Source: an optimization exercise on an open RTL-to-GDS flow (aim: small area). Production flows keep margins and buffers that such runs may drop.
Only simulation tests tie the RTL to the original design; equivalence was not proved.
Power and IR drop assume default switching activity.

==> flow/design.v <==
module game(clk, movement, row, col, state, start, reset, matrix, head_row, head_col, fout, ones, tens);
    input clk;
    input start, reset;
    input [3:0] movement;
    output [7:0] row;
    output reg [7:0] col;
    output reg [2:0] head_row, head_col;
    output reg [63:0] matrix;
    output [2:0] state;
    output reg fout;
    output reg [7:0] ones, tens;
    localparam [63:0] HAPPY = 64'h0018244200666600;
    localparam [63:0] SAD   = 64'h0042241800666600;
    localparam [63:0] FIRST = 64'h000000000E000000;  
    reg run, over;               
    reg [2:0] rc;                
    reg [7:0] cnt;
    reg [2:0] st;                
    reg [3:0] so;                
    reg dv, dax, dsg;            
    reg [2:0] ai;                
    reg [1:0] q [0:30];          
    reg [2:0] er, ec;            
    reg [2:0] pr, pc;            
    reg [2:0] wc;                
    reg cov;                     
    reg stp, grw, wrp, sta;      
    integer i;
    assign state = {over, run, ~run & ~over};
    assign row = 8'd1 << rc;
    wire tick = (cnt == 8'd1) & ~fout;
    reg [2:0] ar, ac;
    always @(*) begin
        case (ai)
            3'd0: begin ar = 3'd0; ac = 3'd4; end
            3'd1: begin ar = 3'd4; ac = 3'd1; end
            3'd2: begin ar = 3'd1; ac = 3'd5; end
            3'd3: begin ar = 3'd5; ac = 3'd2; end
            3'd4: begin ar = 3'd2; ac = 3'd6; end
            3'd5: begin ar = 3'd6; ac = 3'd3; end
            3'd6: begin ar = 3'd3; ac = 3'd0; end
            default: begin ar = 3'd3; ac = 3'd6; end
        endcase
    end
    function [63:0] acell(input [2:0] a);
        begin
            acell = 64'd0;
            case (a)
                3'd0: acell[8*0+4] = 1'b1;
                3'd1: acell[8*4+1] = 1'b1;
                3'd2: acell[8*1+5] = 1'b1;
                3'd3: acell[8*5+2] = 1'b1;
                3'd4: acell[8*2+6] = 1'b1;
                3'd5: acell[8*6+3] = 1'b1;
                3'd6: acell[8*3+0] = 1'b1;
                default: acell[8*3+6] = 1'b1;
            endcase
        end
    endfunction
    wire [63:0] ap = acell(ai);
    wire [63:0] apprev = acell(ai == 3'd0 ? 3'd6 : ai - 3'd1);
    wire eat = run & (head_row == ar) & (head_col == ac);
    wire grow = eat & (st < 3'd3);
    wire wrap = eat & (st == 3'd6) & (so == 4'd3);
    reg can;
    always @(*) begin
        if (!dax) can = dsg ? (head_row != 3'd7) : (head_row != 3'd0);
        else      can = dsg ? (head_col != 3'd7) : (head_col != 3'd0);
    end
    wire step = run & tick & dv & can;
    wire begin_game = ~run & tick & start;
    function [2:0] pm1(input [2:0] v, input m);    
        pm1 = {v[2] ^ ((v[0] ^ m) & (v[1] ^ m)), v[1] ^ (v[0] ^ m), ~v[0]};
    endfunction
    wire [5:0] wsel = {wc == 3'd5, wc == 3'd4, wc == 3'd3, wc == 3'd2, wc == 3'd1, wc == 3'd0};
    wire [4:0] smin = (st >= 3'd3) ? 5'd30 : (((st == 3'd1) ? 5'd10 : (st == 3'd2) ? 5'd20 : 5'd0) + {1'b0, so});
    reg [5:0] base;
    always @(*) begin
        case (wc)
            3'd0: base = 6'd0; 3'd1: base = 6'd6; 3'd2: base = 6'd12; 3'd3: base = 6'd18;
            3'd4: base = 6'd24; 3'd5: base = 6'd30; default: base = 6'd36;
        endcase
    end
    wire [6:0] left = {2'b0, smin} + {6'd0, wrp} + 7'd1 - {1'b0, base};
    reg [2:0] wr [0:6];
    reg [2:0] wcl [0:6];
    reg [1:0] lk;
    reg hit;
    integer k, c;
    always @(*) begin
        wr[0] = pr; wcl[0] = pc;
        hit = 1'b0;
        for (k = 0; k < 6; k = k + 1) begin
            lk = 2'd0;
            for (c = 0; c < 6; c = c + 1)
                if (6*c + k < 31) lk = lk | ({2{wsel[c]}} & q[6*c + k]);
            wr[k+1] = wr[k]; wcl[k+1] = wcl[k];
            if (!left[6] && left[5:0] > k) begin
                if (!lk[1]) wr[k+1] = pm1(wr[k], lk[0]);
                else        wcl[k+1] = pm1(wcl[k], lk[0]);
            end
            if (wr[k] == 3'd0 && wcl[k] == 3'd0) hit = 1'b1;
        end
    end
    function [63:0] onecell(input [2:0] r, input [2:0] c);
        begin
            onecell = 64'd0;
            onecell[{r, c}] = 1'b1;
        end
    endfunction
    wire [2:0] ra = wrp ? wr[1] : head_row;
    wire [2:0] ca = wrp ? wcl[1] : head_col;
    wire [2:0] rb = wrp ? wr[2] : er;
    wire [2:0] cb = wrp ? wcl[2] : ec;
    wire nr = ~reset;
    wire hold = nr & run & ~(sta | wrp);
    wire [7:0] rowa = (8'd1 << ra) & {8{nr & (stp | wrp)}};
    wire [7:0] cola = 8'd1 << ca;
    wire [7:0] rowbs = (8'd1 << rb) & {8{nr & (grw | wrp)}};
    wire [7:0] rowbc = (8'd1 << rb) & {8{stp & ~cov}};
    wire [7:0] colb = 8'd1 << cb;
    wire xhappy = reset | (~run & ~over);
    wire xsad = nr & ~run & over;
    wire [63:0] xbits = (HAPPY & {64{xhappy}}) | (SAD & {64{xsad}}) | (FIRST & {64{nr & sta}}) |
                        (ap & {64{nr & run}}) | (apprev & {64{nr & wrp}});
    reg [63:0] mnext;
    always @(*) begin
        for (k = 0; k < 64; k = k + 1)
            mnext[k] = (matrix[k] & hold & ~(rowbc[k/8] & colb[k%8])) | (rowbs[k/8] & colb[k%8]) |
                       (rowa[k/8] & cola[k%8]) | xbits[k];
    end
    wire mone = (movement == 4'd1) | (movement == 4'd2) | (movement == 4'd4) | (movement == 4'd8);
    wire max = movement[2] | movement[3];
    wire msg = movement[1] | movement[3];
    wire rev = dv & mone & (max == dax) & (msg != dsg);
    always @(posedge clk) matrix <= mnext;
    always @(posedge clk) begin
        if (reset) begin
            run <= 1'b0; over <= 1'b0;
            cnt <= 8'd128; fout <= 1'b0;
            st <= 3'd0; so <= 4'd0; dv <= 1'b0; ai <= 3'd7;
            head_row <= 3'd3; head_col <= 3'd3;
            rc <= 3'd0; col <= 8'd0;
            stp <= 1'b0; grw <= 1'b0; wrp <= 1'b0; sta <= 1'b0;
        end else begin
            if (cnt == 8'd1) begin
                fout <= ~fout;
                cnt <= reload(st, so);
            end else
                cnt <= cnt - 8'd1;
            rc <= rc - 3'd1;
            col <= ({8{row[0]}} & matrix[7:0]) | ({8{row[1]}} & matrix[15:8]) |
                   ({8{row[2]}} & matrix[23:16]) | ({8{row[3]}} & matrix[31:24]) |
                   ({8{row[4]}} & matrix[39:32]) | ({8{row[5]}} & matrix[47:40]) |
                   ({8{row[6]}} & matrix[55:48]) | ({8{row[7]}} & matrix[63:56]);
            stp <= step; grw <= grow; wrp <= wrap; sta <= begin_game;
            if (run) begin
                if (movement != 4'd0 && !rev) begin
                    dv <= mone; dax <= max; dsg <= msg;
                end
                if (eat) begin
                    if (wrap) begin
                        st <= 3'd0; so <= 4'd0;
                    end else if (so == 4'd9) begin
                        st <= st + 3'd1; so <= 4'd0;
                    end else
                        so <= so + 4'd1;
                    ai <= (ai == 3'd7) ? 3'd3 : (ai == 3'd6) ? 3'd0 : ai + 3'd1;
                end
                if (tick && dv) begin
                    if (can) begin
                        if (!dax) head_row <= dsg ? head_row + 3'd1 : head_row - 3'd1;
                        else      head_col <= dsg ? head_col + 3'd1 : head_col - 3'd1;
                    end else begin
                        run <= 1'b0; over <= 1'b1;
                    end
                end
            end else begin
                if (over) begin st <= 3'd0; so <= 4'd0; dv <= 1'b0; end
                if (tick && start) begin
                    run <= 1'b1; over <= 1'b0;
                    head_row <= 3'd3; head_col <= 3'd3;
                end
            end
        end
    end
    reg [2:0] xr, xc;
    always @(*) begin
        if (wrp) begin
            xr = wr[2]; xc = wcl[2];
        end else if (stp && wrap) begin
            xr = 3'd0; xc = 3'd0;
        end else if (stp && !grow) begin
            xr = er + pr; xc = ec + pc;
        end else begin
            xr = er; xc = ec;
        end
    end
    always @(posedge clk) begin
        if (step) begin
            q[0] <= {dax, dsg};
            for (i = 1; i < 31; i = i + 1) q[i] <= q[i-1];
        end else if (begin_game) begin
            q[0] <= 2'b11; q[1] <= 2'b11;    
        end
        if (begin_game) begin
            er <= 3'd3; ec <= 3'd1;
        end else if (stp || sta || wrp) begin
            er <= xr; ec <= xc;
        end
        if (stp || sta || wrp) begin
            pr <= head_row - xr; pc <= head_col - xc;
            wc <= 3'd0;
        end else begin
            pr <= wr[6]; pc <= wcl[6];
            if (wc != 3'd6) wc <= wc + 3'd1;
            cov <= (wc == 3'd0 ? 1'b0 : cov) | hit;
        end
    end
    function [7:0] reload(input [2:0] t, input [3:0] o);
        reg [7:0] ta;
        reg [5:0] ob;
        begin
            case (t)
                3'd0: ta = 8'd128; 3'd1: ta = 8'd78; 3'd2: ta = 8'd28; 3'd3: ta = 8'd234;
                3'd4: ta = 8'd184; 3'd5: ta = 8'd134; 3'd6: ta = 8'd84; default: ta = 8'd34;
            endcase
            ob = {o, 2'b00} + {2'b00, o};
            reload = ta - {2'b00, ob};
        end
    endfunction
    localparam [79:0] SEG = 80'h90_80_F8_82_92_99_B0_A4_F9_C0;
    function [7:0] seg(input [3:0] d);
        seg = SEG[8*d +: 8];
    endfunction
    always @(*) begin
        ones = seg(so);
        tens = seg({1'b0, st});
    end
endmodule
==> flow/config.mk <==
export PLATFORM = sky130hd
export DESIGN_NAME = game
export DESIGN_NICKNAME = game
export VERILOG_FILES = /design/flow/design.v
export SDC_FILE = /design/flow/constraint.sdc
export NUM_CORES = 8
export LEC_CHECK = 0
export CAP_MARGIN = 20
export CORE_MARGIN = 2
export CORE_UTILIZATION = 60
export CTS_BUF_LIST = sky130_fd_sc_hd__clkbuf_8
export SLEW_MARGIN = 20
==> flow/constraint.sdc <==
create_clock -name core_clock -period 10.0 [get_ports {clk}]
set_input_delay 2.0000 -clock core_clock [delete_from_list [all_inputs] [get_ports {clk}]]
set_output_delay 2.0000 -clock core_clock [all_outputs]
set_load 0.01 [all_outputs]
standard.sh (not shown) runs the stock make flow with config.mk's settings and CLKGATE_MAP_FILE= SYNTH_SCRIPT=/design/flow/synth_recipe.tcl, a recipe that flattens the netlist after the stock synthesis.
==> flow/flow/run.sh <==
#!/bin/bash
# Layout flow: the standard flow (standard.sh) with two changes.
#  1. Synthesis maps the combinational logic for area (flow/synth_area.tcl):
#     the registers are those of the standard synthesis, which runs first and
#     is compared with; if they differ, the standard netlist is used.
#  2. The port buffers are buf_1 cells.
# Each step writes its full output to a log file here.
set -u
W=$(pwd)
R=$W/orfs/results/sky130hd/game/base

bash standard.sh synth > log_synth_standard.log 2>&1 || exit 1
cp "$R/1_2_yosys.v" "$W/netlist_standard.v"

MAKECMD=$(grep '^make ' standard.sh | sed "s|SYNTH_SCRIPT=[^ ]*|SYNTH_SCRIPT=$W/flow/synth_area.tcl|; s|\"\${@:-finish}\"||")
rm -f "$R/1_2_yosys.v" "$R/1_synth.odb" "$R/1_synth.sdc"
if eval "$MAKECMD synth" > log_synth_area.log 2>&1; then
  regs() { grep -oE '^ *sky130_fd_sc_hd__[a-z]*df[a-z]*_[0-9]+ +[^ ]+' "$1" | sed 's/_[0-9]* / /' | sort; }
  if [[ "$(regs "$W/netlist_standard.v")" == "$(regs "$R/1_2_yosys.v")" ]]; then
    echo "area synthesis: registers match the standard synthesis" > log_synth_check.log
  else
    echo "area synthesis: registers differ; using the standard netlist" > log_synth_check.log
    rm -f "$R/1_synth.odb" "$R/1_synth.sdc"
    cp "$W/netlist_standard.v" "$R/1_2_yosys.v"
    eval "$MAKECMD synth" >> log_synth_check.log 2>&1 || exit 1
  fi
else
  echo "area synthesis failed; using the standard netlist" > log_synth_check.log
  rm -f "$R/1_synth.odb" "$R/1_synth.sdc"
  cp "$W/netlist_standard.v" "$R/1_2_yosys.v"
  eval "$MAKECMD synth" >> log_synth_check.log 2>&1 || exit 1
fi

export BUFFER_PORTS_ARGS="-buffer_cell sky130_fd_sc_hd__buf_1"
bash standard.sh > log_layout.log 2>&1
==> flow/flow/area.abc <==
strash
ifraig
dc2
dch -f
amap
==> flow/flow/synth_area.tcl <==
# synth_recipe.tcl (the standard synthesis) with two changes that only touch the
# combinational logic: no full-adder extraction, and ABC maps with the
# area-oriented script in area.abc instead of ORFS's speed script.
proc synth {args} { yosys synth -nofsm -noshare {*}$args }
proc extract_fa {args} {}
set ::area_abc_script [file join [file dirname [file normalize [info script]]] area.abc]
proc abc {args} {
  set i [lsearch -exact $args -script]
  if {$i >= 0} { set args [lreplace $args [expr {$i + 1}] [expr {$i + 1}] $::area_abc_script] }
  yosys abc {*}$args
}
source $::env(SCRIPTS_DIR)/synth.tcl
# left out here: clear keep_hierarchy, flatten, clean up, hide names made inside functions, write 1_2_yosys.v
Edit:
--- a/flow/design.v
+++ b/flow/design.v
@@ -1,21 +1,20 @@
 module game(clk, movement, row, col, state, start, reset, matrix, head_row, head_col, fout, ones, tens);
     input clk;
     input start, reset;
     input [3:0] movement;
-    output [7:0] row;
+    output reg [7:0] row;
     output reg [7:0] col;
     output reg [2:0] head_row, head_col;
     output reg [63:0] matrix;
     output [2:0] state;
     output reg fout;
     output reg [7:0] ones, tens;
     localparam [63:0] HAPPY = 64'h0018244200666600;
     localparam [63:0] SAD   = 64'h0042241800666600;
     localparam [63:0] FIRST = 64'h000000000E000000;  
     reg run, over;               
-    reg [2:0] rc;                
     reg [7:0] cnt;
     reg [2:0] st;                
     reg [3:0] so;                
     reg dv, dax, dsg;            
     reg [2:0] ai;                
@@ -25,11 +24,10 @@
     reg [2:0] wc;                
     reg cov;                     
     reg stp, grw, wrp, sta;      
     integer i;
     assign state = {over, run, ~run & ~over};
-    assign row = 8'd1 << rc;
     wire tick = (cnt == 8'd1) & ~fout;
     reg [2:0] ar, ac;
     always @(*) begin
         case (ai)
             3'd0: begin ar = 3'd0; ac = 3'd4; end
@@ -138,19 +136,19 @@
         if (reset) begin
             run <= 1'b0; over <= 1'b0;
             cnt <= 8'd128; fout <= 1'b0;
             st <= 3'd0; so <= 4'd0; dv <= 1'b0; ai <= 3'd7;
             head_row <= 3'd3; head_col <= 3'd3;
-            rc <= 3'd0; col <= 8'd0;
+            row <= 8'd1; col <= 8'd0;
             stp <= 1'b0; grw <= 1'b0; wrp <= 1'b0; sta <= 1'b0;
         end else begin
             if (cnt == 8'd1) begin
                 fout <= ~fout;
                 cnt <= reload(st, so);
             end else
                 cnt <= cnt - 8'd1;
-            rc <= rc - 3'd1;
+            row <= {row[0], row[7:1]};
             col <= ({8{row[0]}} & matrix[7:0]) | ({8{row[1]}} & matrix[15:8]) |
                    ({8{row[2]}} & matrix[23:16]) | ({8{row[3]}} & matrix[31:24]) |
                    ({8{row[4]}} & matrix[39:32]) | ({8{row[5]}} & matrix[47:40]) |
                    ({8{row[6]}} & matrix[55:48]) | ({8{row[7]}} & matrix[63:56]);
             stp <= step; grw <= grow; wrp <= wrap; sta <= begin_game;
What happened:
- first-iteration DRC count fell by 4.1%
- register-to-register slack is better by 0.098 ns
- via count is lower by 0.64%
- design area grows by 0.69%
- synthesized area is higher by 0.76%
- wire length came out higher by 1.3%
- sequential power came out higher by 2.7%
- power fell by 2.2%

separate check: timing with driven ports:
No port has a modelled driver above. Below, the same layouts with a new extraction and two added sets of constraints.
Step 1, drivers: a clkbuf_16 drives clk and a buf_2 each remaining input, both assumed.
Step 2, shift: input delay + t, output delay - t, t = (earliest + latest rising clock arrival at the registers) / 2. This alone moves slack from input paths to output paths.
a / b / c = ideal ports / drivers / drivers and shift; a / b = the first two.
run	shift t [ns]	setup WS [ns]	hold WS [ns]	worst register clock-pin slew, ns
the first run	0.528	2.076 / 2.076 / 2.076	0.449 / 0.449 / 0.449	0.11 / 0.11
the second run	0.512	2.174 / 2.174 / 2.174	0.458 / 0.458 / 0.458	0.11 / 0.11
After both steps setup and hold are still met in every run listed.
